Background: an optimization exercise with open tools, aiming at small area, a short achievable clock period and few clock cycles. Do not read the settings as production practice.
Where RTL was checked, it was by simulation tests only, not by an equivalence proof against the original.
Function not checked in runs 4 and 7: the RTL went through the layout flow alone.
The flow treats the clock pin as an ideal source, which a real chip does not have.
Power figures rest on the tool's default switching activity, not on a simulated workload.

[flow/flow/run.sh]
#!/bin/bash
# Standard ORFS layout, with buf_4 port buffers and repair_timing aiming at
# a setup slack of 6.9 ns (the design's natural period is far below the 10 ns clock).
set -euo pipefail
export BUFFER_PORTS_ARGS="-buffer_cell sky130_fd_sc_hd__buf_2"
export SETUP_SLACK_MARGIN=6.9
export CTS_ARGS="-sink_clustering_enable -repair_clock_nets -dont_use_dummy_load -buf_list sky130_fd_sc_hd__clkbuf_8 -sink_clustering_size 30"
export POST_FLOORPLAN_TCL=$PWD/flow/downsize.tcl
export POST_CTS_TCL=$PWD/flow/clkinv.tcl CLKINV_ROOT=sky130_fd_sc_hd__clkinv_16 CLKINV_LEAF=sky130_fd_sc_hd__clkinv_4 CLKINV_MARGIN=7.2
bash standard.sh finish > orfs_make.log 2>&1
[flow/flow/clkinv.tcl]
# Rebuild the two-level clock tree that CTS made (one root buffer feeding
# leaf buffers that feed the flip-flops) from inverters: root clkinv_16,
# leaves clkinv_4. Two inversions keep the clock's polarity, every flip-flop
# still sees the same two stages, and inverters have far less delay than
# clkbuf cells. Then re-run the standard timing repair and legalisation.
set db [ord::get_db]
set block [ord::get_db_block]
set clk_net [[$block findBTerm clk] getNet]
proc swap_to_inv { inst mname } {
  set db [ord::get_db]
  set block [ord::get_db_block]
  set a [[$inst findITerm A] getNet]
  set x [[$inst findITerm X] getNet]
  set name [$inst getName]
  set loc [$inst getLocation]
  set orient [$inst getOrient]
  odb::dbInst_destroy $inst
  set new [odb::dbInst_create $block [$db findMaster $mname] $name]
  $new setOrient $orient
  $new setLocation [lindex $loc 0] [lindex $loc 1]
  $new setPlacementStatus PLACED
  [$new findITerm A] connect $a
  [$new findITerm Y] connect $x
  $new setSourceType TIMING
}
# root: the clkbuf driven by the clock port
set roots {}
foreach it [$clk_net getITerms] {
  if { [string match sky130_fd_sc_hd__clkbuf_* [[[$it getInst] getMaster] getName]] } { lappend roots [$it getInst] }
}
if { [llength $roots] != 1 } { error "clkinv: expected one root buffer, found [llength $roots]" }
set root [lindex $roots 0]
set root_out [[$root findITerm X] getNet]
set leaves {}
set bad 0
foreach it [$root_out getITerms] {
  if { [$it isOutputSignal] } { continue }
  set inst [$it getInst]
  if { ![string match sky130_fd_sc_hd__clkbuf_* [[$inst getMaster] getName]] } { incr bad; continue }
  # every load of a leaf must be a flip-flop clock pin
  foreach lt [[[$inst findITerm X] getNet] getITerms] {
    if { [$lt isOutputSignal] } { continue }
    if { ![regexp {__(df|ed|sd)} [[[$lt getInst] getMaster] getName]] } { incr bad }
  }
  lappend leaves $inst
}
if { $bad } { error "clkinv: clock tree is not root -> leaf buffers -> flip-flops ($bad)" }
puts "clkinv: root [$root getName], [llength $leaves] leaves"
swap_to_inv $root $::env(CLKINV_ROOT)
foreach l $leaves { swap_to_inv $l $::env(CLKINV_LEAF) }
estimate_parasitics -placement
report_clock_latency
set ::env(SETUP_SLACK_MARGIN) $::env(CLKINV_MARGIN)
repair_timing_helper
detailed_placement
check_placement -verbose
estimate_parasitics -placement
report_clock_latency
report_worst_slack -max
[flow/flow/downsize.tcl]
# Size every combinational cell down to the smallest drive strength the
# platform allows; the flow's later repair steps size up what timing needs.
set db [ord::get_db]
set dont_use $::env(DONT_USE_CELLS)
set n 0
foreach inst [[ord::get_db_block] getInsts] {
  set m [[$inst getMaster] getName]
  if { ![regexp {^(sky130_fd_sc_hd__[a-z0-9]+)_(\d+)$} $m -> base drive] } { continue }
  if { [regexp {__(df|ed|sd|dl|tap|conb|fill|decap|clk)} $m] } { continue }
  foreach s {0 1 2 4} {
    set cand ${base}_$s
    if { $cand eq $m } { break }
    if { [lsearch -exact $dont_use $cand] >= 0 } { continue }
    set nm [$db findMaster $cand]
    if { $nm eq "NULL" } { continue }
    if { [$inst swapMaster $nm] } { incr n; break }
  }
}
puts "downsize: resized $n instances"
[flow/standard.sh]
#!/bin/bash
# synth_recipe.tcl (not shown) runs the flow's synth.tcl, then flattens the netlist and writes it again
# the make line also repeats each setting of config.mk as NAME=value (left out here)
make -C /OpenROAD-flow-scripts/flow DESIGN_CONFIG=/design/flow/config.mk WORK_HOME=/design/flow/orfs CLKGATE_MAP_FILE= SYNTH_SCRIPT=/design/flow/synth_recipe.tcl "${@:-finish}"
[flow/config.mk]
export PLATFORM = sky130hd
export DESIGN_NAME = LZ77_Encoder
export DESIGN_NICKNAME = LZ77_Encoder
export VERILOG_FILES = /design/flow/design.v
export SDC_FILE = /design/flow/constraint.sdc
export NUM_CORES = 4
export LEC_CHECK = 0
export ABC_AREA = 1
export CAP_MARGIN = 20
export CORE_MARGIN = 2
export CORE_UTILIZATION = 50
export SLEW_MARGIN = 20
[flow/constraint.sdc]
create_clock -name core_clock -period 10.0 [get_ports {clk}]
set_input_delay 2.0000 -clock core_clock [delete_from_list [all_inputs] [get_ports {clk}]]
set_output_delay 2.0000 -clock core_clock [all_outputs]
set_load 0.01 [all_outputs]
[flow/design.v]
module LZ77_Encoder(clk,reset,chardata,valid,encode,finish,offset,match_len,char_nxt);
input 				clk;
input 				reset;
input 		[7:0] 	chardata;
output  	reg  valid;
output  			encode;
output  	reg	finish;
output  	reg [4:0] 	offset;
output  	reg [4:0] 	match_len;
output  		[7:0] 	char_nxt;
reg		[4*31-1:0]	hist;
reg		[29:0]		alive;
reg		[4:0]		len;
reg					fresh;	 
reg					full;	 
reg		[9:0]		cnt;	 
reg					late;	 
assign	encode = 1'b1;
assign	char_nxt = {2'b00, finish, 1'b0, hist[7:4]};
wire		run = ~cnt[9];
wire		eob = cnt[9] & ~|cnt[8:0];
reg		[29:0]		hv;
reg		[29:0]		m;
integer i;
always @(*)
begin
	for (i = 0; i < 30; i = i + 1)
	begin
		hv[i] = late | (cnt[4:0] > i);
		m[i] = (hist[4*(i+1) +: 4] == hist[3:0]);
	end
end
wire			go = run & (fresh | ~full);
wire	[29:0]	a = (fresh ? hv : alive) & m & {30{go}};
wire			emit = ~|a;
wire	[4:0]	cur = fresh ? 5'd0 : len;
reg		[4:0]	best;
always @(*)
begin
	best = 5'd0;
	for (i = 0; i < 30; i = i + 1)
		if (alive[i]) best = i;
end
always @(posedge clk or posedge reset)
begin
	if (reset)
	begin
		cnt <= 10'h3ff;
		late <= 1'b0;
		valid <= 1'b0;
		finish <= 1'b0;
	end
	else
	begin
		cnt <= cnt + 10'd1;
		late <= run & (late | (&cnt[4:0]));
		valid <= ~finish & (eob | (run & emit));
		finish <= finish | eob;
	end
end
always @(posedge clk)
begin
	hist <= {hist[4*30-1:0], (cnt == 10'd511) ? 4'h4 : chardata[3:0]};
	alive <= a;
	len <= cur + 5'd1;	 
	match_len <= cur;
	fresh <= emit;
	full <= (cur == 5'd23);
	offset <= best;	 
end
endmodule
==> impl_metrics.tcl, run 1 <==
set metrics [dict create \
    dp_slack_ps 6310 \
    wl_per_cell_um 17.5 \
    rows 43 \
    die_area_um2 14800 \
    syn_to_final_growth_pct 5.29 \
    path_cells "buf_2" \
    min_period_ps 2810 \
    core_area_um2 13700 \
    final_core_util_pct 53.2 \
    cp-end-kind "output port" \
    finalNetCount 772 \
    synth_enable_flop_cells 0 \
    hold_path.class "flop to flop" \
    drv_slew 0 \
    die_w_um 122 \
    pwr-share-seq_pct 59.7 \
    fp.dieH_um 122 \
    max-vdd-ir-drop_mv 0.127 \
    worst_pin_slew_ps 774 \
    clk_latency_ps 260 \
    vias_per_cell 5.38 \
    grt_pass1_vias 4844 \
    route.detailed.drc 0 \
    overflow 0 \
    clock_skew_ps 20.8 \
    wl_met3_um 864 \
    drive_gt1_share_pct 10.1 \
    port_buffers 22 \
    crit_required_ps 8000 \
    slowest_delay_ps 410 \
    drt_iter0_markers 380 \
    crit_type "flop to output port" \
    cp_slowest_cell "dfrtp_1" \
    synth_warnings 1 \
    io_pins 31 \
    period_share_pct 28.1 \
    drtPass1Iterations 6 \
    max_freq_mhz 356 \
    clkPwrFrac_pct 21.2 \
    fin_ws_ps 7190 \
    slew_headroom_pct 48.4 \
    status "timing/DRC/antenna clean" \
    highest_layer "met4" \
    antenna_found_initial 0 \
    routabilityCongestion 0.922 \
    fin_cells 933 \
    async_reset_ff_share_pct 7.07 \
    wl_met2_um 7430 \
    hpwlAfterDp_um 11200 \
    ys_types 47 \
    combPwrFrac_pct 19.1 \
    power.density_nw_per_um2 190 \
    startpoint_type "flop" \
    critical_path_peak_fanout 3 \
    power.internal_uw 940 \
    grt_pass1_wl_um 26000 \
    dp_cells 906 \
    num_antenna_cells 0 \
    ant_nets 0 \
    grt_start_max_net_pins 39 \
    m1WireLength_um 7790 \
    grt_setup_unrepaired "no" \
    path_delay_family "flip-flops" \
    power_switching_uw 447 \
    yosysSeqAreaShare_pct 54.3 \
    cts_tree "done" \
    initial_utilization_pct 50.5 \
    cp_num_buf_inv 1 \
    fillers 1285 \
    clock-sinks 184 \
    ys_seq_elements 184 \
    avgSynthCellArea_um2 9.42 \
    setup_violations 0 \
    cp.arrival_ps 810 \
    drt-total-wl_um 16300 \
    synth_area_leaders "dfxtp_1 (49%), xor2_1 (6.7%), nand2_1 (5.7%)" \
    cap_violations 0 \
    post-synth-top-area-cell "dfxtp_1" \
    grt_use_total_pct 23.7 \
    synth_cells 735 \
    ys.flop_type "dfxtp_1" \
    synth_top_cell_area_share_pct 49.4 \
    p_leak_uw 0.00314 \
    hold_viol 0 \
    swShare_pct 32.3 \
    syn-cell-area_um2 6930 \
    vias 5021 \
    clkSlewWorstSetupHoldPaths_ps 90 \
    finalSetupTns_ps 0 \
]
sequential cells by signal, indices dropped and copies added, names as in the netlist:
| register | cells |
|---|---|
| hist | 124 |
| alive | 30 |
| cnt | 10 |
| len | 5 |
| match_len | 5 |
| offset | 5 |
| finish | 1 |
| fresh | 1 |
| full | 1 |
| late | 1 |
| valid | 1 |
per-layer routing:
layer / GRT usage, % / vias to the layer above
met1: 32.6 / 2393
li1: - / 2454
met2: 37.7 / 151
met5: 0 / -
met3: 4.78 / 23
met4: 7.61 / 0
cell usage in the layout (no fill, tap or decap), types with 2 or more instances in the layout:
master and n:
ha_1 7, a21oi_1 22, o2111ai_1 9, conb_1 4
o22ai_1 11, dfxtp_1 168, nor2_1 54, o21a_1 4
or2_0 10, a22oi_1 4, o221ai_1 3, dfrtp_1 3
nand2_1 105, a221oi_1 5, o311ai_0 2, buf_4 13
buf_12 2, buf_2 22, xnor2_1 23, inv_1 73
nor3_1 14, nand3_1 24, clkinv_4 16, o21ai_0 24
o2111a_1 3, nand4_1 11, nor4_1 29, clkinvlp_4 4
dfstp_2 10, xor2_1 53, o211ai_1 8, dfxtp_2 3
a211oi_1 2
cells by family (layout without fill, tap and decap cells):
| family | Yosys count | in the layout | share of synthesized area (%) |
|---|---|---|---|
| buffers and inverters | 117 | 133 | 8.09 |
| adder cells (fa/ha/maj) | 7 | 7 | 1.26 |
| AO/OA/AOI/OAI | 101 | 101 | 10.0 |
| flip-flops | 184 | 184 | 54.3 |
| XOR/XNOR | 76 | 76 | 9.61 |
| AND/OR/NAND/NOR | 248 | 248 | 16.6 |
| other | 2 | 4 | 0.108 |
stage by stage:
step	total power [uW]	hold slack, ps	cell area [um2]
detailed placement	1100	336	6980
global route	1470	352	7290
finish	1390	344	7290
global placement	1090	338	6980
floorplan	1030	326	6930
layout make-up:
class                      count  area [um2]  area share, %
clock inverter                17         170           2.33
inverter                      77         302           4.13
timing repair buffer          38         259           3.55
timing repair inverter         1        7.51          0.103
sequential                   184        3760           51.6
multi-input combinational    436        2560           35.2
tap                          180         225           3.09
worst paths after layout:
check	slack, ps	cells past startpoint	from	endpoint
worst min-delay path	340	0	hist[95]$_DFF_P_	hist[99]$_DFF_P_
worst max register to register	7200	14	fresh$_DFF_P_	valid$_DFF_PP0_
max in group asynchronous	7900	2	reset	cnt[3]$_DFF_PP1_
worst min register to register	340	0	hist[95]$_DFF_P_	hist[99]$_DFF_P_
worst max-delay path	7190	1	finish$_DFF_PP0_	char_nxt[5]
min in group asynchronous	1740	2	reset	finish$_DFF_PP0_
synthesized netlist by cell type (4+ instances only):
cell       instances
a221oi_1           4
dfstp_2           10
a22oi_1            4
nor2_1            51
xnor2_1           23
inv_2              7
nand2_1          105
o2111ai_1          9
dfxtp_1          171
nor3_1            13
xor2_1            53
nand3_1           23
nand4_1           11
buf_2             16
o211ai_1           8
buf_4             15
o21a_1             4
o22ai_1           11
nor4_1            28
buf_6              6
ha_1               7
inv_1             69
or2_2              7
o21ai_0           22
a21oi_1           21
power groups by stage:
stage	clock network, uW	registers [uW]	logic (uW)
after floorplan	0	846	185
after global placement	0	843	251
after detailed placement	0	845	254
after global routing	334	836	299
final	293	828	265
Testbench counts, summed over its fixed seeds: cycles 16,448.
==> run 2, diff against run 1 <==
--- a/flow/flow/run.sh
+++ b/flow/flow/run.sh
@@ -7,4 +7,7 @@
 export CTS_ARGS="-sink_clustering_enable -repair_clock_nets -dont_use_dummy_load -buf_list sky130_fd_sc_hd__clkbuf_8 -sink_clustering_size 30"
 export POST_FLOORPLAN_TCL=$PWD/flow/downsize.tcl
-export POST_CTS_TCL=$PWD/flow/clkinv.tcl CLKINV_ROOT=sky130_fd_sc_hd__clkinv_16 CLKINV_LEAF=sky130_fd_sc_hd__clkinv_4 CLKINV_MARGIN=7.2
-bash standard.sh finish > orfs_make.log 2>&1
+export POST_CTS_TCL=$PWD/flow/clkinv.tcl CLKINV_ROOT=sky130_fd_sc_hd__clkinv_16 CLKINV_LEAF=sky130_fd_sc_hd__clkinv_4 CLKINV_MARGIN=7.15
+bash standard.sh cts > orfs_make.log 2>&1
+# after the clock tree is rebuilt, repair against the faster clock
+export SETUP_SLACK_MARGIN=7.15
+bash standard.sh finish > orfs_make2.log 2>&1
==> run 2 against run 1 <==
Against the previous run: still clean; clock skew up 0.54 ps; die area unchanged; combinational power up 3%; routed wire length down 0.63%; total power up 0.57%; worst hold slack worse by 1.6 ps; synthesized cell count unchanged; clock power about the same; cell count up 0.32%; critical path type unchanged; critical endpoint unchanged; largest power group unchanged; highest routed layer unchanged.
==> impl_metrics.tcl, run 2 <==
set metrics [dict create \
    status "timing/DRC/antenna clean" \
    grt_start_max_net_pins 39 \
    overflow 0 \
    syn-cell-area_um2 6930 \
    cp-end-kind "output port" \
    worst_pin_slew_ps 748 \
    num_antenna_cells 0 \
    synth_common_cells "dfxtp_1 (171), nand2_1 (105), inv_1 (69)" \
    p_leak_uw 0.00315 \
    fin_cells 936 \
    synth_top_cell_area_share_pct 49.4 \
    cp_slowest_cell "dfrtp_1" \
    final_common_cell "dfxtp_1" \
    hold_path.class "flop to flop" \
    min_period_ps 2810 \
    max_freq_mhz 355 \
    period_share_pct 28.1 \
    cp_num_buf_inv 1 \
    slowest_delay_ps 410 \
    largest_reg_flops 124 \
    worstReg2RegStart "fresh$_DFF_P_" \
    max-vdd-ir-drop_mv 0.128 \
    synth_cells 735 \
    dp_cells 906 \
    ant_nets 0 \
    async_reset_ff_share_pct 7.07 \
    finalSetupTns_ps 0 \
    synth_area_leaders "dfxtp_1 (49%), xor2_1 (6.7%), nand2_1 (5.7%)" \
    yosysSeqAreaShare_pct 54.3 \
    grt_use_total_pct 23.3 \
    initial_utilization_pct 50.5 \
    startpoint "finish$_DFF_PP0_" \
    vias 4964 \
    cts_tree "done" \
    path_delay_family "flip-flops" \
    rr_endpoint "valid$_DFF_PP0_" \
    io_pins 31 \
    routabilityCongestion 0.922 \
    drt_iter0_markers 343 \
    hpwlAfterDp_um 11200 \
    clk_latency_ps 260 \
    die_area_um2 14800 \
    cp.arrival_ps 810 \
    synth_xor_area_share_pct 9.61 \
    antenna_found_initial 0 \
    port_buffers 22 \
    highest_layer "met4" \
    path_cells "buf_2" \
    post-synth-top-area-cell "dfxtp_1" \
    rr_worst_depth 14 \
    ys_types 47 \
    drtPass1Iterations 6 \
    synth-adder-area-share_pct 1.26 \
    drive_gt1_share_pct 10.4 \
    yosys.area_share.simple_pct 16.6 \
    wl_met2_um 7370 \
    drv_slew 0 \
    grt_pass1_wl_um 25500 \
    layout_common_cells "dfxtp_1 (170), nand2_1 (104), inv_1 (72), nor2_1 (53), xor2_1 (53)" \
    rows 43 \
    slew_headroom_pct 50.1 \
    vias_per_cell 5.30 \
    power.density_nw_per_um2 190 \
    finalNetCount 775 \
    synth-compound-area-share_pct 10.0 \
    grt_setup_unrepaired "yes" \
    setup_violations 0 \
    hold_viol 0 \
    clock_skew_ps 21.3 \
    largest-register "hist" \
    critical_path.endpoint "char_nxt[5]" \
    avgSynthCellArea_um2 9.42 \
    cap_violations 0 \
    crit_cells 1 \
    ys.flop_type "dfxtp_1" \
    synth_warnings 1 \
    wl_met3_um 898 \
    synthMuxAreaShare_pct 0 \
    crit_type "flop to output port" \
    wl_per_cell_um 17.3 \
    yosysMostFrequentCell "dfxtp_1" \
    core_area_um2 13700 \
    ys_seq_elements 184 \
    die_w_um 122 \
    clkSlewWorstSetupHoldPaths_ps 90 \
    syn_to_final_growth_pct 5.87 \
    critical_path_peak_fanout 4 \
    ff2ff_setup_slack_ps 7370 \
    synth_top_family_by_area "simple AND/OR/NAND/NOR gates" \
    crit_required_ps 8000 \
    route.detailed.drc 0 \
    m1WireLength_um 7690 \
    hold_path.startpoint "hist[95]$_DFF_P_" \
    top_regs "hist: 124 flops, alive: 30 flops, cnt: 10 flops" \
    clock-sinks 184 \
    drt-total-wl_um 16200 \
    grt_pass1_vias 4817 \
    synth_enable_flop_cells 0 \
    fp.dieH_um 122 \
    startpoint_type "flop" \
]
==> run 2: report_power, final <==
part	total, uW	internal, uW	switching (uW)
sequential	829	797	32.0
clock	294	41.4	252
combinational	272	107	165
total	1390	945	450
==> run 2: logic make-up after synthesis <==
| kind of cell | after synthesis |
|---|---|
| adder cells (fa/ha/maj) | 7 |
| XOR/XNOR | 76 |
| AO/OA/AOI/OAI | 101 |
| flip-flops | 184 |
| buffers and inverters | 117 |
| other | 2 |
| AND/OR/NAND/NOR | 248 |
==> run 2: worst min-delay path by stage <==
stage | slack (ps) | cells past startpoint | to
after global routing | 350 | 0 | hist[55]$_DFF_P_
after global placement | 340 | 0 | hist[95]$_DFF_P_
after detailed placement | 340 | 0 | hist[95]$_DFF_P_
after floorplan | 330 | 0 | hist[4]$_DFF_P_
final | 340 | 0 | hist[99]$_DFF_P_
==> run 2: area by class of cell <==
cell class | count | area (um2)
repair inverters | 1 | 7.51
inverters | 77 | 304
flip-flops and latches | 184 | 3760
well taps | 180 | 225
clock inverters | 17 | 170
repair buffers | 41 | 294
fillers | 1279 | 6390
multi-input cells | 436 | 2570
==> run 2: metrics by stage <==
step                      power (uW)  utilization (%)  setup slack, ps  hold WS (ps)  area, um2
after global routing            1480             53.5             7150           352       7330
after detailed placement        1100             50.9             6310           336       6980
after floorplan                 1030                -             7430           326       6930
after global placement          1090             50.9             6280           338       6980
final                           1390             53.5             7190           343       7330
==> run 2: per-layer routing <==
metal | vias up | GRT usage, %
met1 | 2349 | 32.3
met2 | 135 | 37.0
met4 | 0 | 7.47
li1 | 2464 | -
met3 | 16 | 4.45
met5 | - | 0
==> run 3, diff against run 2 <==
--- a/flow/design.v
+++ b/flow/design.v
@@ -7,5 +7,5 @@
 output  	reg	finish;
 output  	reg [4:0] 	offset;
-output  	reg [4:0] 	match_len;
+output  		[4:0] 	match_len;
 output  		[7:0] 	char_nxt;
 reg		[4*31-1:0]	hist;
@@ -15,6 +15,6 @@
 reg					full;	 
 reg		[9:0]		cnt;	 
-reg					late;	 
 assign	encode = 1'b1;
+assign	match_len = len;
 assign	char_nxt = {2'b00, finish, 1'b0, hist[7:4]};
 wire		run = ~cnt[9];
@@ -27,9 +27,9 @@
 	for (i = 0; i < 30; i = i + 1)
 	begin
-		hv[i] = late | (cnt[4:0] > i);
+		hv[i] = (|cnt[8:5]) | (cnt[4:0] > i);
 		m[i] = (hist[4*(i+1) +: 4] == hist[3:0]);
 	end
 end
-wire			go = run & (fresh | ~full);
+wire			go = run & ~full;
 wire	[29:0]	a = (fresh ? hv : alive) & m & {30{go}};
 wire			emit = ~|a;
@@ -47,5 +47,4 @@
 	begin
 		cnt <= 10'h3ff;
-		late <= 1'b0;
 		valid <= 1'b0;
 		finish <= 1'b0;
@@ -54,5 +53,4 @@
 	begin
 		cnt <= cnt + 10'd1;
-		late <= run & (late | (&cnt[4:0]));
 		valid <= ~finish & (eob | (run & emit));
 		finish <= finish | eob;
@@ -63,9 +61,8 @@
 	hist <= {hist[4*30-1:0], (cnt == 10'd511) ? 4'h4 : chardata[3:0]};
 	alive <= a;
-	len <= cur + 5'd1;	 
-	match_len <= cur;
+	len <= emit ? cur : cur + 5'd1;
 	fresh <= emit;
-	full <= (cur == 5'd23);
-	offset <= best;	 
+	full <= ~emit & (cur == 5'd23);
+	offset <= fresh ? 5'd0 : best;
 end
 endmodule
==> flow/flow/run.sh (replaced) <==
#!/bin/bash
# Standard ORFS layout, with buf_4 port buffers and repair_timing aiming at
# a setup slack of 6.9 ns (the design's natural period is far below the 10 ns clock).
set -euo pipefail
export BUFFER_PORTS_ARGS="-buffer_cell sky130_fd_sc_hd__buf_2"
export SETUP_SLACK_MARGIN=6.9
export CTS_ARGS="-sink_clustering_enable -repair_clock_nets -dont_use_dummy_load -buf_list sky130_fd_sc_hd__clkbuf_8 -sink_clustering_size 30"
export POST_FLOORPLAN_TCL=$PWD/flow/restructure.tcl RMP_LIB=$FLOW_HOME/platforms/sky130hd/lib/sky130_fd_sc_hd__tt_025C_1v80.lib
export POST_CTS_TCL=$PWD/flow/clkinv.tcl CLKINV_ROOT=sky130_fd_sc_hd__clkinv_16 CLKINV_LEAF=sky130_fd_sc_hd__clkinv_4 CLKINV_MARGIN=7.2
bash standard.sh finish > orfs_make.log 2>&1
==> flow/flow/restructure.tcl (new file) <==
# Re-map the synthesized combinational logic for area (registers untouched),
# then size every combinational cell down to the smallest drive strength; the
# flow's later repair steps size up what timing needs.
# restructure reads a liberty file and ignores set_dont_use, so hand it a copy
# of the platform's library without the don't-use cells.
set rmp_dir $::env(RESULTS_DIR)/rmp
file mkdir $rmp_dir
set f [open $::env(RMP_LIB) r]
set lib [read $f]
close $f
set starts [regexp -all -indices -inline {\n\s*cell\s*\(\s*"?([A-Za-z0-9_]+)"?\s*\)} $lib]
set out ""
set prev 0
set dropped 0
for {set k 0} {$k < [llength $starts]} {incr k 2} {
  set s [lindex [lindex $starts $k] 0]
  set name [string range $lib {*}[lindex $starts [expr {$k + 1}]]]
  if { $k + 2 < [llength $starts] } {
    set e [expr {[lindex [lindex $starts [expr {$k + 2}]] 0] - 1}]
  } else {
    set e [expr {[string last "\}" $lib] - 1}]
  }
  set drop 0
  foreach pat $::env(DONT_USE_CELLS) { if { [string match $pat $name] } { set drop 1 } }
  append out [string range $lib $prev [expr {$s - 1}]]
  if { !$drop } { append out [string range $lib $s $e] } else { incr dropped }
  set prev [expr {$e + 1}]
}
append out [string range $lib $prev end]
set f [open $rmp_dir/rmp.lib w]
puts -nonewline $f $out
close $f
puts "restructure: library without $dropped don't-use cells"
restructure -target area -liberty_file $rmp_dir/rmp.lib \
  -tielo_port sky130_fd_sc_hd__conb_1/LO -tiehi_port sky130_fd_sc_hd__conb_1/HI \
  -work_dir $rmp_dir -abc_logfile $rmp_dir/abc.log
report_design_area
foreach inst [[ord::get_db_block] getInsts] {
  set m [[$inst getMaster] getName]
  foreach pat $::env(DONT_USE_CELLS) { if { [string match $pat $m] } { error "restructure: don't-use cell $m" } }
}
source [file join [file dirname [info script]] downsize.tcl]
==> run 3 against run 2 <==
Against the previous run: setup slack worse by 400 ps; first-iteration DRC count grew 48%; sequential power fell by 2.8%; synthesized cell count shrank 3.1%; routed wire length is 7.7% higher; area after synthesis shrank 3.1%; sequential share of layout area down 1.5 points; global-route usage down 0.12 points; total power up 0.76%; largest power group unchanged; clock skew rose by 11 ps; largest cell class unchanged; cell area about the same; combinational power grew 15%.
==> impl_metrics.tcl, run 3 <==
set metrics [dict create \
    finalNetCount 660 \
    synth_top_cell_area_share_pct 49.5 \
    dp_slack_ps 5360 \
    routabilityCongestion 0.930 \
    worstReg2RegStart "cnt[5]$_DFF_PP1_" \
    yosysMostFrequentCell "dfxtp_1" \
    clock_skew_ps 31.9 \
    vias_per_cell 6.21 \
    setup_violations 0 \
    drt_iter0_markers 508 \
    combPwrFrac_pct 22.2 \
    rows 42 \
    period_share_pct 32.2 \
    syn_to_final_growth_pct 9.19 \
    ant_nets 0 \
    grt_start_max_net_pins 57 \
    fin_cells 824 \
    cap_violations 0 \
    port_buffers 22 \
    largest-register "hist" \
    min_period_ps 3220 \
    ff2ff_setup_slack_ps 6780 \
    fin_ws_ps 6780 \
    yosysSeqAreaShare_pct 54.2 \
    async_reset_ff_share_pct 6.74 \
    synth_warnings 1 \
    syn-cell-area_um2 6710 \
    hpwlAfterDp_um 10300 \
    synth_enable_flop_cells 0 \
    post-synth-top-area-cell "dfxtp_1" \
    slew_headroom_pct 60.5 \
    status "timing/DRC/antenna clean" \
    worst_pin_slew_ps 587 \
    drive_gt1_share_pct 25.5 \
    drtPass1Iterations 6 \
    synth_common_cells "dfxtp_1 (166), nand2_1 (110), inv_1 (63)" \
    rr_worst_depth 15 \
    crit_type "flop to flop" \
    startpoint_type "flop" \
    antenna_found_initial 0 \
    hold_viol 0 \
    ys_seq_elements 178 \
    drt-total-wl_um 17500 \
    grt_use_total_pct 23.2 \
    ys_types 59 \
    grt_pass1_vias 4710 \
    clk_latency_ps 250 \
    max-vdd-ir-drop_mv 0.148 \
    largest_reg_flops 124 \
    core_area_um2 13200 \
    power.internal_uw 940 \
    die_area_um2 14400 \
    synth_cells 712 \
    critical_path.endpoint "len[4]$_DFF_P_" \
    synth_area_leaders "dfxtp_1 (50%), nand2_1 (6.2%), dfstp_2 (3.9%)" \
    initial_utilization_pct 50.9 \
    critical_path_peak_fanout 6 \
    clkSlewWorstSetupHoldPaths_ps 80 \
    max_freq_mhz 311 \
    io_pins 31 \
    finalSetupTns_ps 0 \
    rr_endpoint "len[4]$_DFF_P_" \
    cts_tree "done" \
    startpoint "cnt[5]$_DFF_PP1_" \
    vias 5115 \
    p_leak_uw 0.00270 \
    swShare_pct 33.1 \
    wl_per_cell_um 21.2 \
    ys.flop_type "dfxtp_1" \
    die_w_um 120 \
    cp-end-kind "flop" \
    drv_slew 0 \
    route.detailed.drc 0 \
    top_regs "hist: 124 flops, alive: 30 flops, cnt: 10 flops" \
    overflow 0 \
    avgSynthCellArea_um2 9.43 \
    clkPwrFrac_pct 20.5 \
    num_antenna_cells 0 \
    grt_pass1_wl_um 25600 \
    final_common_cell "dfxtp_1" \
    hold_path.class "flop to flop" \
    grt_setup_unrepaired "yes" \
    power.density_nw_per_um2 192 \
    clock-sinks 178 \
    fp.dieH_um 120 \
    cp.arrival_ps 3370 \
    pwr-share-seq_pct 57.3 \
    power_switching_uw 465 \
    layout_common_cells "dfxtp_1 (160), o22ai_1 (44), nor2_1 (40), buf_4 (30), clkinv_1 (30)" \
    crit_required_ps 10150 \
    dp_cells 765 \
]
[run 3: cell count changes after synthesis, moves of 6 or more]
cell	previous run	this run
o21ai_0	22	36
nor4_1	28	17
o2111ai_1	9	15
a221oi_1	4	16
xor2_1	53	29
nor2_1	51	41
a211oi_1	2	12
nand3_1	23	17
nand4_1	11	3
o211ai_1	8	2
or2_2	7	1
inv_1	69	63
[run 3: area by class of cell]
cell class,count,area [um2]
clock inverters,17,170
fillers,1149,5860
inverters,43,219
multi-input cells,340,2450
flip-flops and latches,178,3650
well taps,176,220
repair buffers,67,592
repair inverters,3,20.0
[run 3: worst max-delay path, cell delays in order, from the launching register on]
cell      delay, ps
dfstp_2         380
or4_4           560
nor2_4          160
clkinv_4         80
nor2_4          170
clkinv_4        120
nor2_4          170
buf_6           120
nor4_2           50
nor4_1          350
nand4_1         250
nor2_2          190
or2_4           160
or3_4           140
nor2_4           40
o31ai_2         210
[run 3: metal layers]
| layer | global-route usage (%) | vias up | share of wire [%] |
|---|---|---|---|
| met5 | 0 | - | 0 |
| met4 | 10.9 | 0 | 2.9 |
| met3 | 5.09 | 49 | 7.0 |
| met2 | 35.6 | 240 | 47 |
| met1 | 31.3 | 2492 | 43 |
| li1 | - | 2334 | - |
[run 3: power by group through the flow]
stage | combinational [uW] | sequential (uW) | clock, uW
after global routing | 337 | 813 | 326
after global placement | 247 | 818 | 0
after floorplan | 192 | 811 | 0
after detailed placement | 248 | 819 | 0
final | 312 | 806 | 288
[run 3: worst min path at each step]
stage,start,end,slack (ps),cells past startpoint
2_1_floorplan,hist[0]$_SDFF_PN0_,hist[4]$_DFF_P_,330,0
3_3_place_gp,hist[51]$_DFF_P_,hist[55]$_DFF_P_,350,0
3_5_place_dp,hist[51]$_DFF_P_,hist[55]$_DFF_P_,350,0
5_1_grt,hist[61]$_DFF_P_,hist[65]$_DFF_P_,350,0
6_report,hist[61]$_DFF_P_,hist[65]$_DFF_P_,350,0
[run 3: cells by family after synthesis]
group / after synthesis / synth area share (%)
and+or+nand+nor: 219 / 14.9
adders and majority gates: 6 / 1.12
other: 2 / 0.112
buffers and inverters: 110 / 7.87
AOI/OAI and AO/OA: 146 / 15.2
xor gates and xnor gates: 51 / 6.65
DFF: 178 / 54.2
[run 3: per-stage QoR]
step	power (uW)	cell area, um2	util (%)	hold WS, ps
2_1_floorplan	1000	6720	-	332
6_report	1410	7330	55.6	354
3_5_place_dp	1070	6290	47.7	354
3_3_place_gp	1060	6290	47.7	347
5_1_grt	1480	7330	55.6	353
Testbench counts of run 3, summed over its fixed seeds: cycles 16,448.
==> run 4, diff against run 3 <==
--- a/flow/design.v
+++ b/flow/design.v
@@ -15,4 +15,5 @@
 reg					full;	 
 reg		[9:0]		cnt;	 
+reg					late;	 
 assign	encode = 1'b1;
 assign	match_len = len;
@@ -27,5 +28,5 @@
 	for (i = 0; i < 30; i = i + 1)
 	begin
-		hv[i] = (|cnt[8:5]) | (cnt[4:0] > i);
+		hv[i] = late | (cnt[4:0] > i);
 		m[i] = (hist[4*(i+1) +: 4] == hist[3:0]);
 	end
@@ -47,4 +48,5 @@
 	begin
 		cnt <= 10'h3ff;
+		late <= 1'b0;
 		valid <= 1'b0;
 		finish <= 1'b0;
@@ -53,4 +55,5 @@
 	begin
 		cnt <= cnt + 10'd1;
+		late <= run & (late | (&cnt[4:0]));
 		valid <= ~finish & (eob | (run & emit));
 		finish <= finish | eob;
@@ -64,5 +67,5 @@
 	fresh <= emit;
 	full <= ~emit & (cur == 5'd23);
-	offset <= fresh ? 5'd0 : best;
+	offset <= best;	 
 end
 endmodule
==> run 4 against run 3 <==
Against the previous run: sequential power increased by 1%; cell area rose by 1.8%; critical endpoint is now len[3]$_DFF_P_; combinational power rose by 8.7%; area after synthesis increased by 3.1%; sequential share of layout area decreased by 0.51 points; clock power hardly changed; fmax grew 8.3%; worst hold slack improved by 2.5 ps; first-iteration DRC count shrank 2.2%; cell count decreased by 0.49%; total power increased by 2.7%; still clean; register-to-register slack better by 250 ps.
==> impl_metrics.tcl, run 4 <==
set metrics [dict create \
    drt_iter0_markers 497 \
    stdcell_area_um2 7460 \
    min_period_ps 2970 \
    worst_pin_slew_ps 584 \
    ys_seq_elements 179 \
    cap_violations 0 \
    period_share_pct 29.7 \
    die_area_um2 14800 \
    largest-register "hist" \
    largest_reg_flops 124 \
    synth_top_cell_area_share_pct 48.0 \
    critical_path_peak_fanout 9 \
    rows 42 \
    clkSlewWorstSetupHoldPaths_ps 90 \
    synth_area_leaders "dfxtp_1 (48%), nand2_1 (5.8%), xor2_1 (4.1%)" \
    clock-sinks 179 \
    grt_setup_unrepaired "no" \
    fp.dieH_um 122 \
    pwr-share-seq_pct 56.4 \
    cp_slowest_cell "dfxtp_4" \
    ant_nets 0 \
    yosysMostFrequentCell "dfxtp_1" \
    finalSetupTns_ps 0 \
    drtPass1Iterations 6 \
    syn_to_final_growth_pct 7.85 \
    drv_slew 0 \
    antenna_found_initial 1 \
    syn-cell-area_um2 6920 \
    startpoint "fresh$_DFF_P_" \
    ys_types 58 \
    power_switching_uw 477 \
    p_leak_uw 0.00279 \
    vias_per_cell 6.23 \
    swShare_pct 33.0 \
    core_area_um2 13400 \
    power.internal_uw 966 \
    route.detailed.drc 0 \
    grt_pass1_wl_um 27500 \
    path_delay_family "simple AND/OR/NAND/NOR gates" \
    status "timing/DRC/antenna clean" \
    async_reset_ff_share_pct 7.26 \
    combPwrFrac_pct 23.5 \
    initial_utilization_pct 51.6 \
    hpwlAfterDp_um 10600 \
    final_common_cell "dfxtp_1" \
    fillers 1151 \
    slew_headroom_pct 60.5 \
    hold_viol 0 \
    crit_required_ps 10140 \
    startpoint_type "flop" \
    power.density_nw_per_um2 193 \
    avgSynthCellArea_um2 9.59 \
    fin_cells 820 \
    clkPwrFrac_pct 20.1 \
    clk_latency_ps 250 \
    crit_type "flop to flop" \
    synth_enable_flop_cells 0 \
    slowest_delay_ps 370 \
    post-synth-top-area-cell "dfxtp_1" \
    path_cells "buf_12 -> clkinv_8 -> nor2_4 -> nand3_4 -> nor4_4 -> nor4_2 -> buf_4 -> nor4_4 -> nand3_2 -> nor3_4 -> clkinv_2 -> nand4_1 -> or2_1 -> o21ai_1 -> and2_1" \
    drt-total-wl_um 17400 \
    wl_per_cell_um 21.2 \
    cp.arrival_ps 3110 \
    cts_tree "done" \
    grt_pass1_vias 5075 \
    layout_common_cells "dfxtp_1 (158), nor2_1 (44), o22ai_1 (39), buf_4 (36), a221oi_1 (24)" \
    die_w_um 122 \
    synth-compound-area-share_pct 12.2 \
    crit_top_cell "nor4_4" \
    overflow 0 \
    hold_path.class "flop to flop" \
    synthMuxAreaShare_pct 0 \
    max_freq_mhz 337 \
    finalNetCount 655 \
    setup_violations 0 \
    io_pins 31 \
    vias 5107 \
    synth_top_family_by_area "simple AND/OR/NAND/NOR gates" \
    port_buffers 22 \
    yosysSeqAreaShare_pct 52.9 \
    placed_area_um2 6330 \
    synth_warnings 1 \
    cp_num_buf_inv 4 \
    synth-adder-area-share_pct 1.27 \
    top_regs "hist: 124 flops, alive: 30 flops, cnt: 10 flops" \
    drive_gt1_share_pct 26.0 \
    synth_xor_area_share_pct 8.07 \
    clock_skew_ps 24.7 \
    grt_use_total_pct 24.8 \
    ys.flop_type "dfxtp_1" \
    dp_cells 763 \
    final_core_util_pct 55.7 \
    worstReg2RegStart "fresh$_DFF_P_" \
    hold_path.startpoint "hist[76]$_DFF_P_" \
    synth_common_cells "dfxtp_1 (166), nand2_1 (106), inv_1 (59)" \
    cp-end-kind "flop" \
    synth_cells 721 \
    grt_start_max_net_pins 44 \
    routabilityCongestion 0.904 \
    max-vdd-ir-drop_mv 0.162 \
    yosys.area_share.simple_pct 17.6 \
]
## run 4: cell types whose count changed after synthesis, moves of 7 or more
| cell | change |
|---|---|
| o21ai_0 | -19 |
| inv_2 | +9 |
| nor2_1 | +9 |
| o221ai_1 | +8 |
| a221oi_1 | -7 |
| nor4_2 | +7 |
## run 4: power groups by stage
stage	clock (uW)	combinational, uW	sequential (uW)
2_1_floorplan	0	206	819
3_3_place_gp	0	243	825
3_5_place_dp	0	248	826
5_1_grt	327	365	822
6_report	290	339	815
## run 4: routing by layer
metal / track usage, % / vias up / wire length, um
li1: - / 2326 / -
met1: 31.2 / 2493 / 7250
met2: 39.8 / 239 / 8280
met3: 6.13 / 49 / 1360
met4: 12.1 / 0 / 505
met5: 0 / - / 0
## run 4: cell families (layout without fill, tap and decap cells)
kind of cell	count (synthesis)	in the layout
other cells	2	9
flops	179	179
compound gates	119	193
xor+xnor	62	2
buf+inv	110	121
simple gates	242	140
fa+ha+maj	7	0
## run 4: final timing paths
path                                    endpoint  slack [ps]  cells after the start
max in group asynchronous       cnt[6]$_DFF_PP1_        7990                      2
worst max-delay path              len[3]$_DFF_P_        7030                     15
worst min register to register  hist[80]$_DFF_P_         360                      0
worst min-delay path            hist[80]$_DFF_P_         360                      0
min in group asynchronous       finish$_DFF_PP0_        1700                      2
worst max register to register    len[3]$_DFF_P_        7030                     15
## run 4: stage by stage
| stage | hold WS, ps | worst slack [ps] | power (uW) |
|---|---|---|---|
| 2_1_floorplan | 331 | 7430 | 1030 |
| 3_3_place_gp | 355 | 5230 | 1070 |
| 3_5_place_dp | 356 | 5060 | 1070 |
| 5_1_grt | 363 | 6920 | 1510 |
| 6_report | 357 | 7030 | 1440 |
## run 4: area by class of cell
type	count	area, um2	area share (%)
antenna	1	2.50	0.0335
tap	176	220	2.95
clock inverter	17	170	2.28
inverter	36	239	3.20
sequential	179	3680	49.3
timing repair buffer	68	618	8.28
multi-input combinational	343	2530	33.9
==> run 5, diff against run 4 <==
--- a/flow/design.v
+++ b/flow/design.v
@@ -7,5 +7,5 @@
 output  	reg	finish;
 output  	reg [4:0] 	offset;
-output  		[4:0] 	match_len;
+output  	reg [4:0] 	match_len;
 output  		[7:0] 	char_nxt;
 reg		[4*31-1:0]	hist;
@@ -17,5 +17,4 @@
 reg					late;	 
 assign	encode = 1'b1;
-assign	match_len = len;
 assign	char_nxt = {2'b00, finish, 1'b0, hist[7:4]};
 wire		run = ~cnt[9];
@@ -32,5 +31,5 @@
 	end
 end
-wire			go = run & ~full;
+wire			go = run & (fresh | ~full);
 wire	[29:0]	a = (fresh ? hv : alive) & m & {30{go}};
 wire			emit = ~|a;
@@ -64,7 +63,8 @@
 	hist <= {hist[4*30-1:0], (cnt == 10'd511) ? 4'h4 : chardata[3:0]};
 	alive <= a;
-	len <= emit ? cur : cur + 5'd1;
+	len <= cur + 5'd1;	 
+	match_len <= cur;
 	fresh <= emit;
-	full <= ~emit & (cur == 5'd23);
+	full <= (cur == 5'd23);
 	offset <= best;	 
 end
==> run 5 against run 4 <==
Against the previous run: sequential power increased by 2.7%; setup slack better by 130 ps; first-iteration DRC count stayed put; combinational power shrank 25%; worst hold slack worse by 5.5 ps; synthesized cell count up 1.9%; largest cell class unchanged; largest power group unchanged.
==> impl_metrics.tcl, run 5 <==
set metrics [dict create \
    ff2ff_setup_slack_ps 7160 \
    min_period_ps 2840 \
    power_switching_uw 443 \
    crit_top_cell "nor2_1" \
    grt_start_max_net_pins 59 \
    route.detailed.drc 0 \
    critical_path.endpoint "valid$_DFF_PP0_" \
    ys.flop_type "dfxtp_1" \
    hold_depth 0 \
    grt_pass1_vias 4566 \
    vias 4799 \
    cap_violations 0 \
    fillers 1268 \
    status "timing/DRC/antenna clean" \
    max_freq_mhz 353 \
    rr_worst_depth 13 \
    synth_warnings 1 \
    num_antenna_cells 0 \
    syn_to_final_growth_pct -3.52 \
    cp_slowest_cell "dfstp_2" \
    io_pins 31 \
    largest_reg_flops 124 \
    power.density_nw_per_um2 207 \
    grt_pass1_wl_um 24200 \
    startpoint_type "flop" \
    clkSlewWorstSetupHoldPaths_ps 90 \
    yosysMostFrequentCell "dfxtp_1" \
    pwr-share-seq_pct 60.4 \
    yosysSeqAreaShare_pct 54.3 \
    startpoint "cnt[0]$_DFF_PP1_" \
    cp-end-kind "flop" \
    antenna_found_initial 0 \
    combPwrFrac_pct 18.4 \
    drv_slew 0 \
    synth_top_cell_area_share_pct 49.4 \
    vias_per_cell 5.94 \
    placed_area_um2 6430 \
    synth_cells 735 \
    syn-cell-area_um2 6930 \
    fin_ws_ps 7160 \
    overflow 0 \
    dp_slack_ps 5930 \
    grt_setup_unrepaired "no" \
    ant_nets 0 \
    hpwlAfterDp_um 10100 \
    setup_violations 0 \
    worst_pin_slew_ps 722 \
    period_share_pct 28.4 \
    power.internal_uw 942 \
    path_cells "clkinv_1 -> nor2_1 -> clkinv_1 -> nor2_1 -> clkinv_1 -> nor2_1 -> nor2_1 -> nor4_1 -> nor4_1 -> nand4_1 -> nor2_2 -> nand2_1 -> a21oi_1" \
    fp.dieH_um 122 \
    hold_viol 0 \
    rows 43 \
    core_area_um2 13700 \
    final_core_util_pct 48.7 \
    post-synth-top-area-cell "dfxtp_1" \
    die_area_um2 14800 \
    cts_tree "done" \
    grt_use_total_pct 21.4 \
    worstReg2RegStart "cnt[0]$_DFF_PP1_" \
    synth_common_cells "dfxtp_1 (171), nand2_1 (105), inv_1 (69)" \
    initial_utilization_pct 50.5 \
    ys_seq_elements 184 \
    rr_endpoint "valid$_DFF_PP0_" \
    drive_gt1_share_pct 11.1 \
    top_regs "hist: 124 flops, alive: 30 flops, cnt: 10 flops" \
    slowest_delay_ps 550 \
    max-vdd-ir-drop_mv 0.120 \
    crit_type "flop to flop" \
    finalNetCount 640 \
    hold_path.class "flop to flop" \
    final_common_cell "dfxtp_1" \
    slew_headroom_pct 50.7 \
    port_buffers 22 \
    clock-sinks 184 \
    swShare_pct 32.0 \
    ys_types 47 \
    synth_enable_flop_cells 0 \
    async_reset_ff_share_pct 7.07 \
    stdcell_area_um2 6680 \
    p_leak_uw 0.00254 \
    synth_area_leaders "dfxtp_1 (49%), xor2_1 (6.7%), nand2_1 (5.7%)" \
    layout_common_cells "dfxtp_1 (169), nor2_1 (82), o22ai_1 (48), clkinv_1 (36), a21oi_1 (26)" \
    die_w_um 122 \
    avgSynthCellArea_um2 9.42 \
    drtPass1Iterations 5 \
    cp.arrival_ps 2970 \
    largest-register "hist" \
    routabilityCongestion 0.896 \
    clk_latency_ps 260 \
    finalSetupTns_ps 0 \
    drt-total-wl_um 15100 \
    wl_per_cell_um 18.7 \
    critical_path_peak_fanout 5 \
    drt_iter0_markers 497 \
    clock_skew_ps 31.3 \
    crit_required_ps 10130 \
    clkPwrFrac_pct 21.2 \
]
-- run 5: changes by cell type after synthesis, moves of 6 or more --
cell      previous run  this run
buf_2                9        16
buf_4               22        15
inv_1               59        69
nor3_2               7         1
nor4_1              13        28
nor4_2               8         2
o221ai_1             9         3
o22ai_1             17        11
xor2_1              32        53
-- run 5: cell type report --
cell class	count	area, um2	area share, %
flip-flops and latches	184	3760	56.3
repair buffers	31	190	2.85
well taps	180	225	3.37
inverters	40	163	2.43
clock inverters	17	170	2.55
multi-input cells	356	2170	32.5
-- run 5: cell families (layout without fill, tap and decap cells) --
logic type               Yosys count  in the layout  synth area share [%]
flip-flops                       184            184                  54.3
AND/OR/NAND/NOR                  248            170                  16.6
XOR/XNOR                          76              1                  9.61
other                              2              8                 0.108
buffers and inverters            117             88                  8.09
adder cells (fa/ha/maj)            7              0                  1.26
AO/OA/AOI/OAI                    101            177                  10.0
-- run 5: worst min path at each step --
stage | from | slack, ps | to
2_1_floorplan | hist[0]$_SDFF_PN0_ | 330 | hist[4]$_DFF_P_
3_3_place_gp | hist[98]$_DFF_P_ | 340 | hist[102]$_DFF_P_
3_5_place_dp | hist[98]$_DFF_P_ | 340 | hist[102]$_DFF_P_
5_1_grt | hist[98]$_DFF_P_ | 360 | hist[102]$_DFF_P_
6_report | hist[84]$_DFF_P_ | 350 | hist[88]$_DFF_P_
-- run 5: through the flow --
step	hold WS [ps]	total power [uW]	cells
floorplan	326	1030	737
global placement	344	1090	789
detailed placement	342	1090	789
global route	360	1460	808
finish	351	1390	808
-- run 5: power groups by stage --
| stage | clock network [uW] | logic, uW | registers (uW) |
|---|---|---|---|
| after floorplan | 0 | 185 | 846 |
| after global placement | 0 | 238 | 850 |
| after detailed placement | 0 | 241 | 851 |
| after global routing | 332 | 284 | 844 |
| final | 294 | 255 | 837 |
-- run 5: critical path: cells and delay by family (launching register included) --
| family | cells | cell delay [ps] |
|---|---|---|
| AND/OR/NAND/NOR | 9 | 1630 |
| flip-flops | 1 | 550 |
| buffers and inverters | 3 | 500 |
| AO/OA/AOI/OAI | 1 | 60 |
-- run 5: layer usage --
metal / wire [um] / up-vias / GRT usage, %
li1: - / 2299 / -
met1: 6890 / 2258 / 28.9
met2: 6810 / 211 / 33.0
met3: 1020 / 31 / 5.52
met4: 374 / 0 / 8.55
met5: 0 / - / 0
Testbench counts of run 5, summed over its fixed seeds: cycles 16,448.
==> run 6, diff against run 5 <==
--- a/flow/flow/run.sh
+++ b/flow/flow/run.sh
@@ -7,4 +7,7 @@
 export CTS_ARGS="-sink_clustering_enable -repair_clock_nets -dont_use_dummy_load -buf_list sky130_fd_sc_hd__clkbuf_8 -sink_clustering_size 30"
 export POST_FLOORPLAN_TCL=$PWD/flow/restructure.tcl RMP_LIB=$FLOW_HOME/platforms/sky130hd/lib/sky130_fd_sc_hd__tt_025C_1v80.lib
-export POST_CTS_TCL=$PWD/flow/clkinv.tcl CLKINV_ROOT=sky130_fd_sc_hd__clkinv_16 CLKINV_LEAF=sky130_fd_sc_hd__clkinv_4 CLKINV_MARGIN=7.2
-bash standard.sh finish > orfs_make.log 2>&1
+export POST_CTS_TCL=$PWD/flow/clkinv.tcl CLKINV_ROOT=sky130_fd_sc_hd__clkinv_16 CLKINV_LEAF=sky130_fd_sc_hd__clkinv_4 CLKINV_MARGIN=7.15
+bash standard.sh cts > orfs_make.log 2>&1
+# after the clock tree is rebuilt, repair against the faster clock
+export SETUP_SLACK_MARGIN=7.15
+bash standard.sh finish > orfs_make2.log 2>&1
--- a/flow/config.mk
+++ b/flow/config.mk
@@ -9,4 +9,4 @@
 export CAP_MARGIN = 20
 export CORE_MARGIN = 2
-export CORE_UTILIZATION = 50
+export CORE_UTILIZATION = 65
 export SLEW_MARGIN = 20
==> run 6 against run 5 <==
Against the previous run: flip-flop and latch count unchanged; clock power barely moved; clock skew decreased by 16 ps; total power about the same; routed wire length shrank 2.2%; critical path type is now flop to output port; die area shrank 22%; sequential share of layout area shrank 0.24 points.
==> impl_metrics.tcl, run 6 <==
set metrics [dict create \
    status "timing/DRC/antenna clean" \
    drt_iter0_markers 352 \
    hold_depth 0 \
    yosysSeqAreaShare_pct 54.3 \
    io_pins 31 \
    ff2ff_setup_slack_ps 7340 \
    antenna_found_initial 0 \
    rr_endpoint "valid$_DFF_PP0_" \
    clock_skew_ps 15.2 \
    max_freq_mhz 357 \
    cts_tree "done" \
    grt_pass1_vias 4571 \
    p_leak_uw 0.00255 \
    vias 4769 \
    cp_num_buf_inv 1 \
    synth_cells 735 \
    finalNetCount 639 \
    drive_gt1_share_pct 13.2 \
    power.density_nw_per_um2 207 \
    layout_common_cells "dfxtp_1 (169), nor2_1 (80), o22ai_1 (48), clkinv_1 (35), a21oi_1 (25)" \
    hold_path.class "flop to flop" \
    port_buffers 22 \
    drv_slew 0 \
    synth_enable_flop_cells 0 \
    syn_to_final_growth_pct -3.11 \
    hold_viol 0 \
    rr_worst_depth 10 \
    hpwlAfterDp_um 9990 \
    die_w_um 107 \
    cp-end-kind "output port" \
    slowest_delay_ps 400 \
    rows 37 \
    grt_pass1_wl_um 23200 \
    cap_violations 0 \
    worst_pin_slew_ps 639 \
    startpoint "hist[6]$_DFF_P_" \
    grt_start_max_net_pins 59 \
    path_cells "buf_2" \
    clk_latency_ps 250 \
    grt_use_total_pct 26.8 \
    startpoint_type "flop" \
    critical_path_peak_fanout 4 \
    ant_nets 0 \
    clkSlewWorstSetupHoldPaths_ps 90 \
    top_regs "hist: 124 flops, alive: 30 flops, cnt: 10 flops" \
    largest_reg_flops 124 \
    slew_headroom_pct 57.4 \
    grt_setup_unrepaired "no" \
    route.detailed.drc 0 \
    avgSynthCellArea_um2 9.42 \
    num_antenna_cells 0 \
    yosysMostFrequentCell "dfxtp_1" \
    cp_slowest_cell "dfxtp_1" \
    fin_hold_ws_ps 357 \
    drtPass1Iterations 7 \
    fp.dieH_um 107 \
    crit_cells 1 \
    max-vdd-ir-drop_mv 0.145 \
    largest-register "hist" \
    vias_per_cell 6.25 \
    initial_utilization_pct 67.1 \
    cp.arrival_ps 800 \
    seq_area_um2 3760 \
    routabilityCongestion 0.869 \
    final_common_cell "dfxtp_1" \
    post-synth-top-area-cell "dfxtp_1" \
    clock-sinks 184 \
    finalSetupTns_ps 0 \
    crit_type "flop to output port" \
    core_area_um2 10300 \
    path_delay_family "flip-flops" \
    synth_warnings 1 \
    synth_area_leaders "dfxtp_1 (49%), xor2_1 (6.7%), nand2_1 (5.7%)" \
    die_area_um2 11500 \
    period_share_pct 28.0 \
    drt-total-wl_um 14800 \
    overflow 0 \
    ys_seq_elements 184 \
    syn-cell-area_um2 6930 \
    async_reset_ff_share_pct 7.07 \
    worstReg2RegStart "hist[1]$_SDFF_PN0_" \
    synth_top_cell_area_share_pct 49.4 \
    ys.flop_type "dfxtp_1" \
    setup_violations 0 \
    ys_types 47 \
    critical_path.endpoint "char_nxt[2]" \
    fillers 840 \
    crit_required_ps 8000 \
    synth_common_cells "dfxtp_1 (171), nand2_1 (105), inv_1 (69)" \
    wl_per_cell_um 19.3 \
    min_period_ps 2800 \
    multi_input_area_um2 2250 \
]
-- run 6: cell counts after synthesis --
Identical to the previous run, type by type.
-- run 6: metrics by stage --
step | power, uW | instances | cell area [um2] | setup slack, ps | utilization [%]
2_1_floorplan | 1030 | 737 | 6930 | 7430 | -
3_3_place_gp | 1080 | 744 | 6370 | 6280 | 61.7
3_5_place_dp | 1090 | 744 | 6370 | 6180 | 61.7
5_1_grt | 1450 | 763 | 6710 | 7150 | 65.0
6_report | 1390 | 763 | 6710 | 7200 | 65.0
-- run 6: metal layers --
| metal | routed length, um | GRT usage, % | share of wire, % |
|---|---|---|---|
| met3 | 900 | 7.23 | 6.1 |
| met5 | 0 | 0 | 0 |
| met4 | 273 | 9.18 | 1.9 |
| met1 | 6680 | 35.1 | 45 |
| met2 | 6900 | 42.9 | 47 |
-- run 6: area by class of cell --
cell class | instances | area share [%]
tap | 136 | 2.54
timing repair buffer | 30 | 2.89
inverter | 40 | 2.46
multi-input combinational | 356 | 33.5
sequential | 184 | 56.1
clock inverter | 17 | 2.54
-- run 6: cell families (layout without fill, tap and decap cells) --
kind of cell	after synthesis	count (layout)	synth area share, %
other	2	8	0.108
buffers and inverters	117	87	8.09
AND/OR/NAND/NOR	248	170	16.6
flip-flops	184	184	54.3
XOR/XNOR	76	1	9.61
adder cells (fa/ha/maj)	7	0	1.26
AO/OA/AOI/OAI	101	177	10.0
-- run 6: worst min-delay path by stage --
stage	from	end	slack, ps
after floorplan	hist[0]$_SDFF_PN0_	hist[4]$_DFF_P_	330
after global placement	hist[53]$_DFF_P_	hist[57]$_DFF_P_	340
after detailed placement	hist[43]$_DFF_P_	hist[47]$_DFF_P_	340
after global routing	hist[43]$_DFF_P_	hist[47]$_DFF_P_	360
final	hist[43]$_DFF_P_	hist[47]$_DFF_P_	360
-- run 6: power by group --
group,leakage (uW),internal (uW),total (uW),switching (uW)
Combinational,0.000901,104,257,153
Clock,0.0000773,41.4,292,251
Sequential,0.00157,798,837,38.3
Total,0.00255,944,1390,442
==> run 7, diff against run 6 <==
--- a/flow/design.v
+++ b/flow/design.v
@@ -13,5 +13,4 @@
 reg		[4:0]		len;
 reg					fresh;	 
-reg					full;	 
 reg		[9:0]		cnt;	 
 reg					late;	 
@@ -31,4 +30,5 @@
 	end
 end
+wire			full = len[4] & len[3];
 wire			go = run & (fresh | ~full);
 wire	[29:0]	a = (fresh ? hv : alive) & m & {30{go}};
@@ -66,5 +66,4 @@
 	match_len <= cur;
 	fresh <= emit;
-	full <= (cur == 5'd23);
 	offset <= best;	 
 end
--- a/flow/config.mk
+++ b/flow/config.mk
@@ -9,4 +9,4 @@
 export CAP_MARGIN = 20
 export CORE_MARGIN = 2
-export CORE_UTILIZATION = 65
+export CORE_UTILIZATION = 50
 export SLEW_MARGIN = 20
==> run 7 against run 6 <==
Against the previous run: sequential share of layout area is 0.50 points lower; critical path type unchanged; core utilization is 14 points lower; fmax hardly changed.
==> impl_metrics.tcl, run 7 <==
set metrics [dict create \
    status "timing/DRC/antenna clean" \
    cp.arrival_ps 800 \
    hpwlAfterDp_um 10300 \
    crit_required_ps 8000 \
    wl_per_cell_um 18.7 \
    layout_common_cells "dfxtp_1 (165), nor2_1 (70), o22ai_1 (46), clkinv_1 (30), a21oi_1 (23)" \
    grt_use_total_pct 21.6 \
    clock_skew_ps 36.8 \
    grt_pass1_vias 4427 \
    grt_setup_unrepaired "yes" \
    fin_cells 794 \
    grt_pass1_wl_um 24200 \
    vias 4652 \
    yosysSeqAreaShare_pct 54.6 \
    cp_num_buf_inv 1 \
    routabilityCongestion 0.933 \
    synth_top_cell_area_share_pct 49.7 \
    drtPass1Iterations 5 \
    die_w_um 121 \
    post-synth-top-area-cell "dfxtp_1" \
    cts_tree "done" \
    yosysMostFrequentCell "dfxtp_1" \
    slowest_delay_ps 410 \
    antenna_found_initial 0 \
    rows 42 \
    clock-sinks 183 \
    period_share_pct 28.0 \
    worst_pin_slew_ps 606 \
    crit_type "flop to output port" \
    ys_seq_elements 183 \
    max-vdd-ir-drop_mv 0.137 \
    clkSlewWorstSetupHoldPaths_ps 100 \
    slew_headroom_pct 58.6 \
    syn_to_final_growth_pct -1.55 \
    final_common_cell "dfxtp_1" \
    fp.dieH_um 121 \
    rr_worst_depth 11 \
    largest-register "hist" \
    fillers 1180 \
    drv_slew 0 \
    top_regs "hist: 124 flops, alive: 30 flops, cnt: 10 flops" \
    path_cells "buf_2" \
    fin_hold_ws_ps 346 \
    startpoint "finish$_DFF_PP0_" \
    hold_viol 0 \
    ant_nets 0 \
    power.density_nw_per_um2 205 \
    drive_gt1_share_pct 14.4 \
    synth_common_cells "dfxtp_1 (170), nand2_1 (103), inv_1 (78)" \
    grt_start_max_net_pins 61 \
    clk_latency_ps 250 \
    fin_ws_ps 7200 \
    dp_cells 773 \
    min_period_ps 2800 \
    finalSetupTns_ps 0 \
    path_delay_family "flip-flops" \
    cp-end-kind "output port" \
    syn-cell-area_um2 6850 \
    route.detailed.drc 0 \
    num_antenna_cells 0 \
    setup_violations 0 \
    io_pins 31 \
    hold_path.startpoint "hist[80]$_DFF_P_" \
    port_buffers 22 \
    overflow 0 \
    ys_types 44 \
    cp_slowest_cell "dfrtp_1" \
    drt_iter0_markers 538 \
    max_freq_mhz 357 \
    synth_enable_flop_cells 0 \
    drt-total-wl_um 14900 \
    hold_depth 0 \
    avgSynthCellArea_um2 9.10 \
    vias_per_cell 5.86 \
    synth_cells 753 \
    startpoint_type "flop" \
    die_area_um2 14700 \
    synth_area_leaders "dfxtp_1 (50%), nand2_1 (5.6%), xor2_1 (4.7%)" \
    finalPower_uw 1380 \
    core_area_um2 13300 \
    synth_warnings 1 \
    critical_path_peak_fanout 4 \
    finalNetCount 630 \
    hold_path.class "flop to flop" \
    worstReg2RegStart "cnt[4]$_DFF_PP1_" \
    initial_utilization_pct 51.5 \
    cap_violations 0 \
    ys.flop_type "dfxtp_1" \
    largest_reg_flops 124 \
    crit_cells 1 \
    dp_slack_ps 5750 \
    async_reset_ff_share_pct 7.10 \
    p_leak_uw 0.00249 \
]
## run 7: path summary, 6_finish.rpt
path	slack, ps	to
max	7200	finish
min	350	hist[84]$_DFF_P_
max reg2reg	7240	valid$_DFF_PP0_
min reg2reg	350	hist[84]$_DFF_P_
max in group asynchronous	8000	cnt[2]$_DFF_PP1_
min in group asynchronous	1700	late$_DFF_PP0_
## run 7: logic make-up (layout without fill, tap and decap cells)
| logic type | Yosys count | after routing | share of synthesized area [%] |
|---|---|---|---|
| other | 2 | 8 | 0.110 |
| xor gates and xnor gates | 72 | 0 | 9.20 |
| adders and majority gates | 7 | 0 | 1.28 |
| DFF | 183 | 183 | 54.6 |
| buffers and inverters | 122 | 89 | 7.78 |
| and+or+nand+nor | 275 | 155 | 18.6 |
| AOI/OAI and AO/OA | 92 | 183 | 8.40 |
## run 7: final cells by class
cell class | count | area [um2] | share of cell area, %
Multi-Input combinational cell | 346 | 2220 | 32.9
Timing Repair Buffer | 33 | 213 | 3.15
Sequential cell | 183 | 3750 | 55.6
Inverter | 39 | 174 | 2.58
Tap cell | 176 | 220 | 3.26
Clock inverter | 17 | 170 | 2.52
## run 7: layer usage
layer	track usage, %	wire [um]
met5	0	0
met4	7.70	272
met3	5.36	870
met2	32.2	6700
met1	30.6	7030
## run 7: where the power goes
group          total, uW  switching, uW  internal (uW)
sequential           832           37.6            794
combinational        260            152            108
clock                289            248           41.4
## run 7: worst register-to-register path: stages (launching register included)
cell       delay (ps)
dfstp_2           610
clkinv_1          210
nor2_1            190
clkinv_1          240
a211oi_2          310
o21ai_0           110
a2111oi_1         410
nor4_1            150
nand4_1           140
nor2_1             80
a21oi_1           150
nor2_1             60
## run 7: per-stage QoR
stage | utilization [%] | cell area [um2]
after floorplan | - | 6860
after global placement | 48.2 | 6410
after detailed placement | 48.2 | 6410
after global routing | 50.7 | 6750
final | 50.7 | 6750
==> run 8, diff against run 7 <==
--- a/flow/design.v
+++ b/flow/design.v
@@ -13,4 +13,5 @@
 reg		[4:0]		len;
 reg					fresh;	 
+reg					full;	 
 reg		[9:0]		cnt;	 
 reg					late;	 
@@ -30,5 +31,4 @@
 	end
 end
-wire			full = len[4] & len[3];
 wire			go = run & (fresh | ~full);
 wire	[29:0]	a = (fresh ? hv : alive) & m & {30{go}};
@@ -66,4 +66,5 @@
 	match_len <= cur;
 	fresh <= emit;
+	full <= (cur == 5'd23);
 	offset <= best;	 
 end
==> run 8 against run 7 <==
Against the previous run: synthesized cell count shrank 2.4%; register-to-register slack gained 80 ps; first-iteration DRC count shrank 15%; flip-flop and latch count grew 1; global-route usage shrank 0.25 points; core utilization shrank 1.4 points; cell area grew 0.43%; clock skew shrank 2.8 ps; critical endpoint is now char_nxt[1]; largest power group unchanged.
==> impl_metrics.tcl, run 8 <==
set metrics [dict create \
    syn-cell-area_um2 6930 \
    finalPower_uw 1400 \
    clock-sinks 184 \
    ys_types 47 \
    startpoint_type "flop" \
    top_regs "hist: 124 flops, alive: 30 flops, cnt: 10 flops" \
    fillers 1253 \
    die_w_um 122 \
    grt_pass1_wl_um 24100 \
    synth_area_leaders "dfxtp_1 (49%), xor2_1 (6.7%), nand2_1 (5.7%)" \
    cp.arrival_ps 790 \
    overflow 0 \
    port_buffers 22 \
    max_freq_mhz 358 \
    crit_required_ps 8000 \
    yosysSeqAreaShare_pct 54.3 \
    routabilityCongestion 0.896 \
    syn_to_final_growth_pct -2.19 \
    hpwlAfterDp_um 10100 \
    power.density_nw_per_um2 207 \
    period_share_pct 27.9 \
    hold_path.class "flop to flop" \
    cts_tree "done" \
    cp-end-kind "output port" \
    synth_top_cell_area_share_pct 49.4 \
    vias_per_cell 5.97 \
    wl_per_cell_um 19.0 \
    antenna_found_initial 0 \
    cp_num_buf_inv 1 \
    synth_enable_flop_cells 0 \
    rows 43 \
    finalSetupTns_ps 0 \
    grt_start_max_net_pins 59 \
    async_reset_ff_share_pct 7.07 \
    clock_skew_ps 34.0 \
    worst_pin_slew_ps 636 \
    slowest_delay_ps 390 \
    drtPass1Iterations 5 \
    drv_slew 0 \
    cap_violations 0 \
    ff2ff_setup_slack_ps 7320 \
    route.detailed.drc 0 \
    min_period_ps 2790 \
    yosysMostFrequentCell "dfxtp_1" \
    crit_type "flop to output port" \
    max-vdd-ir-drop_mv 0.127 \
    critical_path_peak_fanout 4 \
    hold_viol 0 \
    fin_hold_ws_ps 347 \
    core_area_um2 13700 \
    ant_nets 0 \
    cp_slowest_cell "dfxtp_1" \
    drt-total-wl_um 15300 \
    drt_iter0_markers 459 \
    largest-register "hist" \
    placed_area_um2 6430 \
    avgSynthCellArea_um2 9.42 \
    clk_latency_ps 260 \
    vias 4822 \
    ys_seq_elements 184 \
    largest_reg_flops 124 \
    grt_setup_unrepaired "yes" \
    grt_pass1_vias 4557 \
    fp.dieH_um 122 \
    stdcell_area_um2 6780 \
    num_antenna_cells 0 \
    synth_cells 735 \
    status "timing/DRC/antenna clean" \
    synth_warnings 1 \
    path_cells "buf_2" \
    synth_common_cells "dfxtp_1 (171), nand2_1 (105), inv_1 (69)" \
    initial_utilization_pct 50.5 \
    p_leak_uw 0.00256 \
    layout_common_cells "dfxtp_1 (167), nor2_1 (82), o22ai_1 (48), clkinv_1 (36), a21oi_1 (24)" \
    drive_gt1_share_pct 12.6 \
    final_common_cell "dfxtp_1" \
    setup_violations 0 \
    ys.flop_type "dfxtp_1" \
    finalNetCount 640 \
    clkSlewWorstSetupHoldPaths_ps 90 \
    path_delay_family "flip-flops" \
    final_core_util_pct 49.4 \
    slew_headroom_pct 57.6 \
    grt_use_total_pct 21.4 \
    die_area_um2 14800 \
    io_pins 31 \
    post-synth-top-area-cell "dfxtp_1" \
]
-- run 8: through the flow --
stage          worst slack [ps]  std cells
5_1_grt                    7120        808
3_3_place_gp               5930        789
6_report                   7210        808
3_5_place_dp               5930        789
2_1_floorplan              7430        737
-- run 8: final timing paths --
kind | startpoint | endpoint | depth (start not counted)
min | hist[84]$_DFF_P_ | hist[88]$_DFF_P_ | 0
max in group asynchronous | reset | cnt[1]$_DFF_PP1_ | 2
min reg2reg | hist[84]$_DFF_P_ | hist[88]$_DFF_P_ | 0
min in group asynchronous | reset | late$_DFF_PP0_ | 2
max reg2reg | hist[1]$_SDFF_PN0_ | valid$_DFF_PP0_ | 10
max | hist[5]$_DFF_P_ | char_nxt[1] | 1
-- run 8: logic make-up after synthesis --
kind of cell / count (synthesis) / synth area share, %
AO/OA/AOI/OAI: 101 / 10.0
XOR/XNOR: 76 / 9.61
adder cells (fa/ha/maj): 7 / 1.26
buffers and inverters: 117 / 8.09
flip-flops: 184 / 54.3
other: 2 / 0.108
AND/OR/NAND/NOR: 248 / 16.6
-- run 8: cell type report --
| cell class | count | area (um2) | area share, % |
|---|---|---|---|
| clock inverters | 17 | 170 | 2.51 |
| inverters | 40 | 164 | 2.42 |
| multi-input cells | 356 | 2230 | 32.9 |
| flip-flops and latches | 184 | 3770 | 55.6 |
| well taps | 180 | 225 | 3.32 |
| repair buffers | 31 | 219 | 3.23 |
-- run 8: power by group --
part	switching, uW	leakage (uW)	internal [uW]
registers	40.9	0.00157	799
logic	160	0.000911	113
clock network	249	0.0000773	41.4
-- run 8: per-layer routing --
layer / global-route usage, % / routed length, um / part of all wire (%) / vias to the layer above
met5: 0 / 0 / 0 / -
met4: 8.55 / 284 / 1.9 / 0
met3: 5.52 / 1020 / 6.7 / 19
met2: 32.9 / 7030 / 46 / 183
met1: 28.9 / 6980 / 46 / 2320
li1: - / - / - / 2300
Testbench counts of run 8, summed over its fixed seeds: cycles 16,448.

[afterwards: timing with drivers on the ports]
In the flow no input, the clock included, has a driving cell. The finished layouts below were timed again as built, in two steps. Step 1, drivers: a clkbuf_16 drives clk and a buf_2 each remaining input, both assumed. Step 2 also shifts input and output timing later by t, the mid clock arrival at the registers, as if the neighbouring blocks saw the same clock. Three values: no drivers, after step 1, after step 2; two values: the first two.
run | t (ns) | slack for setup (ns)
run 1 | 0.318 | 7.195 / 7.121 / 7.195
run 2 | 0.319 | 7.186 / 7.111 / 7.369
run 3 | 0.312 | 6.784 / 6.783 / 6.783
run 4 | 0.314 | 7.031 / 7.031 / 7.031
run 5 | 0.314 | 7.164 / 7.141 / 7.164
run 6 | 0.309 | 7.199 / 7.128 / 7.337
run 7 | 0.309 | 7.202 / 7.129 / 7.236
run 8 | 0.314 | 7.209 / 7.136 / 7.318
After both steps setup and hold are still met in every run listed.
